This is an optimization exercise on Yosys and OpenROAD, whose aim is small area and a short achievable clock period, not a production implementation. At most, simulation tests tie the RTL to the original design; equivalence was not proved.

== indigo ==
## ntt4point
module ntt4point(
    input clk, rst,
    input [15:0] in0, in1, in2, in3,
    output [15:0] out0, out1, out2, out3
);
Settings: LEC_CHECK=0, CAP_MARGIN=20, CORE_MARGIN=2, CORE_UTILIZATION=40, SLEW_MARGIN=20, SYNTH_ARGS=-noabc, SYNTH_KEEP_MODULES=ntt_fa, BUFFER_PORTS_ARGS=-buffer_cell sky130_fd_sc_hd__buf_1, CTS_BUF_LIST=sky130_fd_sc_hd__clkbuf_8, SETUP_SLACK_MARGIN=39.4; clock period 60.0 ns.
standard.sh (not shown) runs the stock make flow with config.mk's settings and CLKGATE_MAP_FILE= SYNTH_SCRIPT=/design/flow/synth_recipe.tcl, a recipe that flattens the netlist after the stock synthesis.
==> flow/flow/run.sh <==
#!/bin/bash
set -euo pipefail
cd "$(dirname "$0")/.."
cat >> config.mk <<'EOC'
export SYNTH_ARGS = -noabc
export SYNTH_KEEP_MODULES = ntt_fa
export DONT_USE_CELLS += sky130_fd_sc_hd__ha_1
export BUFFER_PORTS_ARGS = -buffer_cell sky130_fd_sc_hd__buf_1
export CTS_BUF_LIST = sky130_fd_sc_hd__clkbuf_8
export SETUP_SLACK_MARGIN = 39.4
EOC
bash standard.sh > standard_flow.log 2>&1
indigo reached the end of the flow, and the finished layout is clean on the timing, DRC and antenna checks.
### indigo -> delta
-- flow/flow/run.sh --
<<< indigo, line 10
export SETUP_SLACK_MARGIN = 39.4
>>> delta, line 10
export SETUP_SLACK_MARGIN = 39.0
-- flow/config.mk --
<<< indigo, line 17
export SETUP_SLACK_MARGIN = 39.4
>>> delta, line 17
export SETUP_SLACK_MARGIN = 39.0
delta reached the final stage; the timing, DRC and antenna checks on its layout passed.
delta against indigo: total length of routed met3 wires now sits higher, worst setup slack now sits lower.
| worst path arrival time | delta vs indigo | 0.38 ns higher |
Compare indigo and delta | sequential share of layout area higher: delta
Compared with indigo, delta ends up with a smaller final cell area.
Of indigo and delta, the run reporting the lower met2 capacity usage during global routing was delta.
No run of this note included a check of the RTL's function; only the layout flow was run.


== tundra ==
Another version of the RTL of ntt4point (not shown whole).
For scale: about 12000 sq um of cells after synthesis.
clock: 60.0 ns
lec_check: 0
cap_margin: 20
core_margin: 2
core_utilization: 40
slew_margin: 20
synth_args: -noabc
synth_keep_modules: ntt_fa
buffer_ports_args: -buffer_cell sky130_fd_sc_hd__buf_1
setup_slack_margin: 39.8
==> flow/flow/run.sh <==
#!/bin/bash
set -euo pipefail
cd "$(dirname "$0")/.."
cat >> config.mk <<'EOC'
export SYNTH_ARGS = -noabc
export SYNTH_KEEP_MODULES = ntt_fa
export BUFFER_PORTS_ARGS = -buffer_cell sky130_fd_sc_hd__buf_1
export SETUP_SLACK_MARGIN = 39.8
EOC
bash standard.sh > standard_flow.log 2>&1
tundra: flow completed, timing, DRC and antenna clean
Here is what was changed in the inputs of onyx compared with tundra.
Settings: swapping 39.8 for 39 in SETUP_SLACK_MARGIN.
--- a/flow/flow/run.sh
+++ b/flow/flow/run.sh
@@ -6,5 +6,5 @@
 export SYNTH_KEEP_MODULES = ntt_fa
 export BUFFER_PORTS_ARGS = -buffer_cell sky130_fd_sc_hd__buf_1
-export SETUP_SLACK_MARGIN = 39.8
+export SETUP_SLACK_MARGIN = 39
 EOC
 bash standard.sh > standard_flow.log 2>&1
[summary]
| post-route worst hold slack | onyx vs tundra | better |
Summary: worst setup slack, onyx worse than tundra
Between onyx and tundra, the difference in overall fraction of global-route tracks in use is negligible.
Input changes introduced in garnet (baseline for comparison: onyx):
--- a/flow/flow/run.sh
+++ b/flow/flow/run.sh
@@ -5,6 +5,8 @@
 export SYNTH_ARGS = -noabc
 export SYNTH_KEEP_MODULES = ntt_fa
+export DONT_USE_CELLS += sky130_fd_sc_hd__ha_1
 export BUFFER_PORTS_ARGS = -buffer_cell sky130_fd_sc_hd__buf_1
-export SETUP_SLACK_MARGIN = 39
+export CTS_BUF_LIST = sky130_fd_sc_hd__clkbuf_8
+export SETUP_SLACK_MARGIN = 39.8
 EOC
 bash standard.sh > standard_flow.log 2>&1
--- a/flow/config.mk
+++ b/flow/config.mk
@@ -12,4 +12,6 @@
 export SYNTH_ARGS = -noabc
 export SYNTH_KEEP_MODULES = ntt_fa
+export DONT_USE_CELLS += sky130_fd_sc_hd__ha_1
 export BUFFER_PORTS_ARGS = -buffer_cell sky130_fd_sc_hd__buf_1
-export SETUP_SLACK_MARGIN = 39
+export CTS_BUF_LIST = sky130_fd_sc_hd__clkbuf_8
+export SETUP_SLACK_MARGIN = 39.8
==> comparison <==
Mean number of vias per cell: onyx and garnet compared, lower one is onyx. | share of the clock period used by the worst path | garnet vs onyx | 1.1 points lower |. Re time the worst path needs with I/O delays and setup: onyx was higher than garnet. Note that the global-route wire length before repair recorded for garnet amounts to 1.07 times the value seen in onyx.


## harbor
ntt4point again, from the RTL that the note above started with.
Settings: LEC_CHECK=0, CAP_MARGIN=20, CORE_MARGIN=2, CORE_UTILIZATION=40, SLEW_MARGIN=20, SYNTH_ARGS=-noabc, SYNTH_KEEP_MODULES=ntt_fa, BUFFER_PORTS_ARGS=-buffer_cell sky130_fd_sc_hd__buf_1, CTS_BUF_LIST=sky130_fd_sc_hd__clkbuf_8, SETUP_SLACK_MARGIN=40.2; clock period 60.0 ns.
==> flow/flow/run.sh <==
#!/bin/bash
set -euo pipefail
cd "$(dirname "$0")/.."
cat >> config.mk <<'EOC'
export SYNTH_ARGS = -noabc
export SYNTH_KEEP_MODULES = ntt_fa
export DONT_USE_CELLS += sky130_fd_sc_hd__ha_1
export BUFFER_PORTS_ARGS = -buffer_cell sky130_fd_sc_hd__buf_1
export CTS_BUF_LIST = sky130_fd_sc_hd__clkbuf_8
export SETUP_SLACK_MARGIN = 40.2
EOC
bash standard.sh > standard_flow.log 2>&1
harbor ran to completion and came out clean on the timing, DRC and antenna checks.
[inputs] willow vs harbor
diff --git a/flow/flow/run.sh b/flow/flow/run.sh
--- a/flow/flow/run.sh
+++ b/flow/flow/run.sh
@@ -7 +6,0 @@
-export DONT_USE_CELLS += sky130_fd_sc_hd__ha_1
@@ -9,2 +7,0 @@
-export CTS_BUF_LIST = sky130_fd_sc_hd__clkbuf_8
-export SETUP_SLACK_MARGIN = 40.2
diff --git a/flow/config.mk b/flow/config.mk
--- a/flow/config.mk
+++ b/flow/config.mk
@@ -14 +13,0 @@
-export DONT_USE_CELLS += sky130_fd_sc_hd__ha_1
@@ -16,2 +14,0 @@
-export CTS_BUF_LIST = sky130_fd_sc_hd__clkbuf_8
-export SETUP_SLACK_MARGIN = 40.2
- Across willow and harbor, the outcome is the same: a clean finish for every run.
- What harbor reported for critical path depth has to be multiplied by 1.07 to get the figure for willow.
- Compared with harbor, weighted congestion reported at the end of routability-driven placement in willow increased slightly.
- Compared with harbor, willow shows final cell count that has gone down by a few percent.
- The run with more routed wire is harbor, not willow.
- Compared with harbor, in willow global-route usage lower, number of distinct library cells after synthesis down 13, post-route core utilization saw a decrease.

## separate check: timing with driven ports
How much do the figures lean on ideal ports? The routed layouts below were timed once more, with nothing changed but the port constraints. Step 1 sets driving cells, clkbuf_16 on the clock port and buf_2 on the other inputs (assumed; they add their load-dependent delay and slew). Step 2 times the ports against the registers' clock, not the clock port: input delays grow and output delays shrink by t, the midpoint of the rising clock arrivals with the driver on. Slacks: no drivers / after step 1 / after step 2; pairs: no drivers / after step 1.
| run | t (ns) | setup slack, ns | hold WS [ns] | worst data-port slew with drivers (ns) | pins driven straight from the clock port |
|---|---|---|---|---|---|
| indigo | 0.345 | 39.691 / 39.712 / 39.367 | 12.238 / 12.216 / 12.413 | 0.08 | 1 |
| delta | 0.348 | 39.310 / 39.325 / 38.977 | 12.225 / 12.212 / 12.411 | 0.07 | 1 |
| tundra | 0.330 | 40.085 / 40.094 / 39.764 | 12.262 / 12.243 / 12.404 | 0.08 | 1 |
| onyx | 0.330 | 39.377 / 39.397 / 39.067 | 12.265 / 12.247 / 12.404 | 0.08 | 1 |
| garnet | 0.363 | 40.056 / 40.069 / 39.705 | 12.227 / 12.212 / 12.412 | 0.07 | 1 |
| harbor | 0.369 | 40.442 / 40.453 / 40.084 | 12.229 / 12.211 / 12.410 | 0.07 | 1 |
| willow | 0.330 | 38.669 / 38.688 / 38.358 | 12.266 / 12.247 / 12.404 | 0.08 | 1 |
After both steps setup and hold are still met in every run listed. The setup slack of harbor, which loses most, moves by +0.011 ns with the drivers and by -0.358 ns with both steps.
